Background: an optimization exercise with open tools, aiming at small area. Do not read the settings as production practice. Where RTL was checked, it was by simulation tests only, not by an equivalence proof against the original. The clock port is modelled as an ideal driver, which makes a skipped or thinned clock tree look cheaper than it is; a real chip needs a root buffer or a tree. Power figures rest on the tool's default switching activity, not on a simulated workload.

==> flow/design.v <==
module display(
    input [3:0] digito,
    output [6:0] segmentos
);
    assign segmentos[0] = (~digito[0] & ~digito[1] & digito[2]) | (digito[0] & ~digito[1] & ~digito[2] & ~digito[3]);
    assign segmentos[1] = (digito[0] & ~digito[1] & digito[2]) | (~digito[0] & digito[1] & digito[2]);
    assign segmentos[2] = (~digito[0] & digito[1] & ~digito[2]);
    assign segmentos[3] = (~digito[0] & ~digito[1] & digito[2]) | (digito[0] & digito[1] & digito[2]) | (digito[0] & ~digito[1] & ~digito[2] & ~digito[3]);
    assign segmentos[4] = digito[0] | (~digito[1] & digito[2]);
    assign segmentos[5] = (digito[0] & digito[1]) | (digito[1] & ~digito[2]) | (digito[0] & ~digito[2] & ~digito[3]);
    assign segmentos[6] = (digito[0] & digito[1] & digito[2]) | (~digito[1] & ~digito[2] & ~digito[3]);
endmodule
module cronometro (
    input clock, rst, resetI, contarI, pausarI, pararI,
    output [6:0] display_mss, display_uss, display_dss, display_css
);
    parameter delay_ms = 99;
    localparam RESET = 2'd0, CONTAR = 2'd1, PAUSAR = 2'd2, PARAR = 2'd3;
    reg       apertou;
    reg       pend;         
    reg [1:0] qual;         
    reg [1:0] prox;         
    reg [1:0] estado;       
    reg       pausado;      
    wire [3:0] btn = {pararI, pausarI, contarI, resetI};    
    wire single = (btn == 4'b1110) | (btn == 4'b1101) | (btn == 4'b1011) | (btn == 4'b0111);
    wire [1:0] idx = {~pausarI | ~pararI, ~contarI | ~pararI};
    wire fire = pend & btn[qual];
    wire set = single & apertou;
    wire [3:0] ms, us, ds, cs;
    wire ms9, us9, ds9, cs9;
    wire roll = ms9 & us9 & ds9 & cs9;
    reg [1:0] prox_cmd;
    always @(*) begin
        case (qual)
            2'd0: prox_cmd = RESET;
            2'd1: prox_cmd = CONTAR;
            2'd2: prox_cmd = (prox == PARAR) ? PARAR : PAUSAR;
            default: prox_cmd = (prox == RESET) ? RESET : PARAR;
        endcase
    end
    always @(posedge clock) begin
        if (rst) begin
            apertou <= 1'b1;
            pend <= 1'b0;
            prox <= RESET;
        end else begin
            apertou <= apertou ? ~single : ~roll;
            if (set) pend <= 1'b1;
            else if (fire) pend <= 1'b0;
            if (fire) prox <= prox_cmd;
            else if (roll & ~set) prox <= RESET;
        end
        if (set) qual <= idx;
        estado <= prox;
        pausado <= (estado == PAUSAR);
    end
    wire zera = (estado == RESET);
    wire anda = estado[0] ^ estado[1];    
    reg [6:0] count;
    wire fim = (count == delay_ms);
    always @(posedge clock) begin
        if (zera) count <= 7'd0;
        else if (anda) count <= fim ? 7'd0 : count + 7'd1;
    end
    reg w_us, w_ds, w_cs;
    wire inc_ms = anda & fim;
    wire inc_us = anda & w_us;
    wire inc_ds = anda & w_ds;
    wire inc_cs = anda & w_cs;
    digito d_ms (.clock(clock), .zera(zera), .inc(inc_ms), .q(ms), .is9(ms9));
    digito d_us (.clock(clock), .zera(zera), .inc(inc_us), .q(us), .is9(us9));
    digito d_ds (.clock(clock), .zera(zera), .inc(inc_ds), .q(ds), .is9(ds9));
    digito d_cs (.clock(clock), .zera(zera), .inc(inc_cs), .q(cs), .is9(cs9));
    always @(posedge clock) begin
        w_us <= ms9 & (zera | inc_ms);
        w_ds <= us9 & (zera | inc_us);
        w_cs <= ds9 & (zera | inc_ds);
    end
    reg [3:0] e_ms, e_us, e_ds, e_cs;
    always @(posedge clock) begin
        if (!pausado) begin
            e_ms <= ms;
            e_us <= us;
            e_ds <= ds;
            e_cs <= cs;
        end
    end
    display display0 (.digito(e_ms), .segmentos(display_mss));
    display display1 (.digito(e_us), .segmentos(display_uss));
    display display2 (.digito(e_ds), .segmentos(display_dss));
    display display3 (.digito(e_cs), .segmentos(display_css));
endmodule
module digito (
    input clock, zera, inc,
    output reg [3:0] q,
    output is9
);
    wire [3:0] nxt;    
    assign nxt[0] = ~q[0];
    assign nxt[1] = (~q[0] & q[1]) | (q[0] & ~q[1] & ~q[3]);
    assign nxt[2] = (~q[0] & q[2]) | (~q[1] & q[2]) | (q[0] & q[1] & ~q[2]);
    assign nxt[3] = (q[0] & q[1] & q[2]) | (~q[0] & q[3]);
    assign is9 = (q[0] & q[3]);
    always @(posedge clock) begin
        if (zera) q <= 4'd0;
        else if (inc) q <= nxt;
    end
endmodule
export LEC_CHECK = 0
export CAP_MARGIN = 20
export CORE_MARGIN = 2
export CORE_UTILIZATION = 40
export SLEW_MARGIN = 20
create_clock -name core_clock -period 5.0 [get_ports {clock}]
run.sh (not shown) runs the stock make flow with config.mk's settings and CLKGATE_MAP_FILE= SYNTH_SCRIPT=/design/flow/synth_recipe.tcl, a recipe that flattens the netlist after the stock synthesis.
Then changed:
==> flow/design.v (replaced) <==
module display(
    input [3:0] digito,  
    output reg [6:0] segmentos  
);
always @(*) begin
 case(digito)
    4'b0000: segmentos = 7'b1000000;  
    4'b0001: segmentos = 7'b1111001;  
    4'b0010: segmentos = 7'b0100100;  
    4'b0011: segmentos = 7'b0110000;  
    4'b0100: segmentos = 7'b0011001;  
    4'b0101: segmentos = 7'b0010010;  
    4'b0110: segmentos = 7'b0000010;  
    4'b0111: segmentos = 7'b1111000;  
    4'b1000: segmentos = 7'b0000000;  
    4'b1001: segmentos = 7'b0010000;  
    default: segmentos = 7'b1000000;  
endcase
end
endmodule
module cronometro (
    input clock, rst, resetI, contarI, pausarI, pararI,
    output [6:0] display_mss, display_uss, display_dss, display_css
);
    parameter delay_ms = 99;
    localparam RESET = 2'd0, CONTAR = 2'd1, PAUSAR = 2'd2, PARAR = 2'd3;
    reg       apertou;
    reg       pend;         
    reg [1:0] qual;         
    reg [1:0] prox;         
    reg [1:0] estado;       
    reg       pausado;      
    wire [3:0] btn = {pararI, pausarI, contarI, resetI};    
    wire single = (btn == 4'b1110) | (btn == 4'b1101) | (btn == 4'b1011) | (btn == 4'b0111);
    wire [1:0] idx = {~pausarI | ~pararI, ~contarI | ~pararI};
    wire fire = pend & btn[qual];
    wire set = single & apertou;
    wire [3:0] ms, us, ds, cs;
    wire roll = (ms == 4'd9) & (us == 4'd9) & (ds == 4'd9) & (cs == 4'd9);
    reg [1:0] prox_cmd;
    always @(*) begin
        case (qual)
            2'd0: prox_cmd = RESET;
            2'd1: prox_cmd = CONTAR;
            2'd2: prox_cmd = (prox == PARAR) ? PARAR : PAUSAR;
            default: prox_cmd = (prox == RESET) ? RESET : PARAR;
        endcase
    end
    always @(posedge clock) begin
        if (rst) begin
            apertou <= 1'b1;
            pend <= 1'b0;
            prox <= RESET;
        end else begin
            apertou <= apertou ? ~single : ~roll;
            if (set) pend <= 1'b1;
            else if (fire) pend <= 1'b0;
            if (fire) prox <= prox_cmd;
            else if (roll & ~set) prox <= RESET;
        end
        if (set) qual <= idx;
        estado <= prox;
        pausado <= (estado == PAUSAR);
    end
    wire zera = (estado == RESET);
    wire anda = estado[0] ^ estado[1];    
    reg [6:0] count;
    wire fim = (count == delay_ms);
    always @(posedge clock) begin
        if (zera) count <= 7'd0;
        else if (anda) count <= fim ? 7'd0 : count + 7'd1;
    end
    reg w_us, w_ds, w_cs;
    wire inc_ms = anda & fim;
    wire inc_us = anda & w_us;
    wire inc_ds = anda & w_ds;
    wire inc_cs = anda & w_cs;
    digito d_ms (.clock(clock), .zera(zera), .inc(inc_ms), .q(ms));
    digito d_us (.clock(clock), .zera(zera), .inc(inc_us), .q(us));
    digito d_ds (.clock(clock), .zera(zera), .inc(inc_ds), .q(ds));
    digito d_cs (.clock(clock), .zera(zera), .inc(inc_cs), .q(cs));
    always @(posedge clock) begin
        w_us <= (ms == 4'd9) & (zera | inc_ms);
        w_ds <= (us == 4'd9) & (zera | inc_us);
        w_cs <= (ds == 4'd9) & (zera | inc_ds);
    end
    reg [3:0] e_ms, e_us, e_ds, e_cs;
    always @(posedge clock) begin
        if (!pausado) begin
            e_ms <= ms;
            e_us <= us;
            e_ds <= ds;
            e_cs <= cs;
        end
    end
    display display0 (.digito(e_ms), .segmentos(display_mss));
    display display1 (.digito(e_us), .segmentos(display_uss));
    display display2 (.digito(e_ds), .segmentos(display_dss));
    display display3 (.digito(e_cs), .segmentos(display_css));
endmodule
module digito (
    input clock, zera, inc,
    output reg [3:0] q
);
    always @(posedge clock) begin
        if (zera) q <= 4'd0;
        else if (inc) q <= (q == 4'd9) ? 4'd0 : q + 4'd1;
    end
endmodule
Result: Design area climbs by 45%. Die area rises by about 46%. Power is higher by about 40%. Setup slack improves by 530 ps. Routed wire length went up by 47%. Global-route usage stays flat. Critical path depth increases by 2.
The RTL of the second run of this note was laid out without a check of its function.

* * *

Another version of the RTL of cronometro (not shown whole).
Size: about 34 I/O pins, roughly 0.0019 mm^2 of cells after synthesis.
==> module cronometro, before the edit <==
module cronometro (
    input clock, rst, resetI, contarI, pausarI, pararI,
    output [6:0] display_mss, display_uss, display_dss, display_css
);
    parameter delay_ms = 99;
    localparam RESET = 2'd3, CONTAR = 2'd1, PAUSAR = 2'd0, PARAR = 2'd2;
    reg       apertou;
    reg       rA, cA, pA, sA;   
    reg [1:0] prox;         
    reg [1:0] estado;       
    reg       pausado;      
    wire single = (~resetI & contarI & pausarI & pararI) | (resetI & ~contarI & pausarI & pararI) |
                  (resetI & contarI & ~pausarI & pararI) | (resetI & contarI & pausarI & ~pararI);
    wire set = single & apertou;
    wire fr = rA & resetI, fc = cA & contarI, fp = pA & pausarI, fs = sA & pararI;
    wire [3:0] ms, us, ds, cs;
    wire ms9, us9, ds9, cs9;
    wire roll = ms9 & us9 & ds9 & cs9;
    always @(posedge clock) begin
        if (rst) begin
            apertou <= 1'b1;
            rA <= 1'b0; cA <= 1'b0; pA <= 1'b0; sA <= 1'b0;
            prox <= RESET;
        end else begin
            apertou <= apertou ? ~single : ~roll;
            rA <= ~resetI & (rA | set);
            cA <= ~contarI & (cA | set);
            pA <= ~pausarI & (pA | set);
            sA <= ~pararI & (sA | set);
            if (fr) prox <= RESET;
            else if (fc) prox <= CONTAR;
            else if (fp) prox <= (prox == PARAR) ? PARAR : PAUSAR;
            else if (fs) prox <= (prox == RESET) ? RESET : PARAR;
            else if (roll & ~set) prox <= RESET;
        end
        estado <= prox;
        pausado <= (estado == PAUSAR);
    end
    wire zera = (estado == RESET);
    wire anda = (estado == CONTAR) | (estado == PAUSAR);
    reg [6:0] count;
    wire fim = ((count & delay_ms) == delay_ms);    
    always @(posedge clock) begin
        if (zera) count <= 7'd0;
        else if (anda) count <= fim ? 7'd0 : count + 7'd1;
    end
    reg w_us, w_ds, w_cs;
    wire inc_ms = anda & fim;
    wire inc_us = anda & w_us;
    wire inc_ds = anda & w_ds;
    wire inc_cs = anda & w_cs;
    digito d_ms (.clock(clock), .zera(zera), .inc(inc_ms), .q(ms), .is9(ms9));
    digito d_us (.clock(clock), .zera(zera), .inc(inc_us), .q(us), .is9(us9));
    digito d_ds (.clock(clock), .zera(zera), .inc(inc_ds), .q(ds), .is9(ds9));
    digito d_cs (.clock(clock), .zera(zera), .inc(inc_cs), .q(cs), .is9(cs9));
    always @(posedge clock) begin
        w_us <= ms9 & (zera | inc_ms);
        w_ds <= us9 & (zera | inc_us);
        w_cs <= ds9 & (zera | inc_ds);
    end
    reg [3:0] e_ms, e_us, e_ds, e_cs;
    always @(posedge clock) begin
        if (!pausado) begin
            e_ms <= ms;
            e_us <= us;
            e_ds <= ds;
            e_cs <= cs;
        end
    end
    display display0 (.digito(e_ms), .segmentos(display_mss));
    display display1 (.digito(e_us), .segmentos(display_uss));
    display display2 (.digito(e_ds), .segmentos(display_dss));
    display display3 (.digito(e_cs), .segmentos(display_css));
endmodule
==> flow/config.mk <==
export PLATFORM = sky130hd
export DESIGN_NAME = cronometro
export DESIGN_NICKNAME = cronometro
export VERILOG_FILES = /design/flow/design.v
export SDC_FILE = /design/flow/constraint.sdc
export NUM_CORES = 4
export LEC_CHECK = 0
export CAP_MARGIN = 20
export CORE_MARGIN = 2
export CORE_UTILIZATION = 45
export PLACE_DENSITY = 0.85
export SLEW_MARGIN = 20
==> flow/constraint.sdc <==
create_clock -name core_clock -period 5.0 [get_ports {clock}]
set_input_delay 1.0000 -clock core_clock [delete_from_list [all_inputs] [get_ports {clock}]]
set_output_delay 1.0000 -clock core_clock [all_outputs]
set_load 0.01 [all_outputs]
standard.sh (not shown) runs the stock make flow with config.mk's settings and CLKGATE_MAP_FILE= SYNTH_SCRIPT=/design/flow/synth_recipe.tcl, a recipe that flattens the netlist after the stock synthesis.
==> flow/flow/run.sh <==
#!/bin/bash
# The standard layout (standard.sh) with these changes:
#  - synthesis maps the logic with an area-oriented ABC script (flow/synth.tcl,
#    flow/area.abc) and leaves adders to ABC (no half/full-adder cells,
#    ADDER_MAP_FILE empty); every other synthesis step is the standard flow's own;
#  - the port buffers are the smallest buffer cell (buf_1);
set -euo pipefail
here=$(pwd)
export AREA_ABC_SCRIPT=$here/flow/area.abc
export BUFFER_PORTS_ARGS="-buffer_cell sky130_fd_sc_hd__buf_1"
export POST_CTS_TCL=$here/flow/post_cts.tcl
export CTS_ARGS="-sink_clustering_enable -repair_clock_nets -dont_use_dummy_load -buf_list sky130_fd_sc_hd__clkbuf_4"
sed "s#SYNTH_SCRIPT=[^ ]*#SYNTH_SCRIPT=$here/flow/synth.tcl ADDER_MAP_FILE=#" standard.sh > own_standard.sh
grep -q "SYNTH_SCRIPT=$here/flow/synth.tcl" own_standard.sh
bash own_standard.sh > standard.log 2>&1
Other scripts of this flow, unchanged in this note and not shown: flow/flow/area.abc, flow/flow/post_cts.tcl, flow/flow/synth.tcl
The starting point ran to the end with no violations.
Edit:
--- a/flow/design.v
+++ b/flow/design.v
@@ -12,13 +12,13 @@
 endmodule
 module cronometro (
     input clock, rst, resetI, contarI, pausarI, pararI,
     output [6:0] display_mss, display_uss, display_dss, display_css
 );
     parameter delay_ms = 99;
-    localparam RESET = 2'd3, CONTAR = 2'd1, PAUSAR = 2'd0, PARAR = 2'd2;
+    localparam RESET = 2'd0, CONTAR = 2'd1, PAUSAR = 2'd3, PARAR = 2'd2;
     reg       apertou;
     reg       rA, cA, pA, sA;   
     reg [1:0] prox;         
     reg [1:0] estado;       
     reg       pausado;      
     wire single = (~resetI & contarI & pausarI & pararI) | (resetI & ~contarI & pausarI & pararI) |
The new run passed the timing, DRC and antenna checks.
Sequential power is about the same.
Fmax goes down by a few percent.
Die area goes up slightly.
Cell count goes down slightly.
Total power goes up slightly.
Global-route usage stays flat.
Sequential share of layout area goes down by 0.19 points.
Critical path depth goes down by 1.
Routed wire length goes up by a few percent.
Setup slack loses 0.16 ns.
Synthesized area goes up slightly.

separate check: timing with driven ports:
In the flow no input, the clock included, has a driving cell. The finished layouts below were timed again as built, in two steps.
Step 1 sets driving cells, clkbuf_16 on the clock port and buf_2 on the other inputs (assumed; they add their load-dependent delay and slew).
Step 2, shift: input delay + t, output delay - t, t = (earliest + latest rising clock arrival at the registers) / 2. This alone moves slack from input paths to output paths.
Slacks: no drivers / after step 1 / after step 2; pairs: no drivers / after step 1.
| run | shift t [ns] | setup slack, ns | clock arrival spread, ns | worst register clock-pin slew, ns | pins driven straight from the clock port |
|---|---|---|---|---|---|
| the first run of note 1 | 0.323 | 2.115 / 2.090 / 2.412 | 0.009 / 0.009 | 0.09 / 0.09 | 1 |
| the second run of note 1 | 0.371 | 2.649 / 2.649 / 2.383 | 0.009 / 0.008 | 0.08 / 0.08 | 1 |
| the first run of note 2 | 0.197 | 2.839 / 2.869 / 2.672 | 0.018 / 0.018 | 0.09 / 0.09 | 4 |
| the second run of note 2 | 0.202 | 2.682 / 2.711 / 2.509 | 0.031 / 0.031 | 0.11 / 0.11 | 4 |
After both steps setup and hold are still met in every run listed. For the second run of note 1, which loses most, drivers alone change the setup slack by 0.000 ns; drivers and shift together by -0.266 ns.
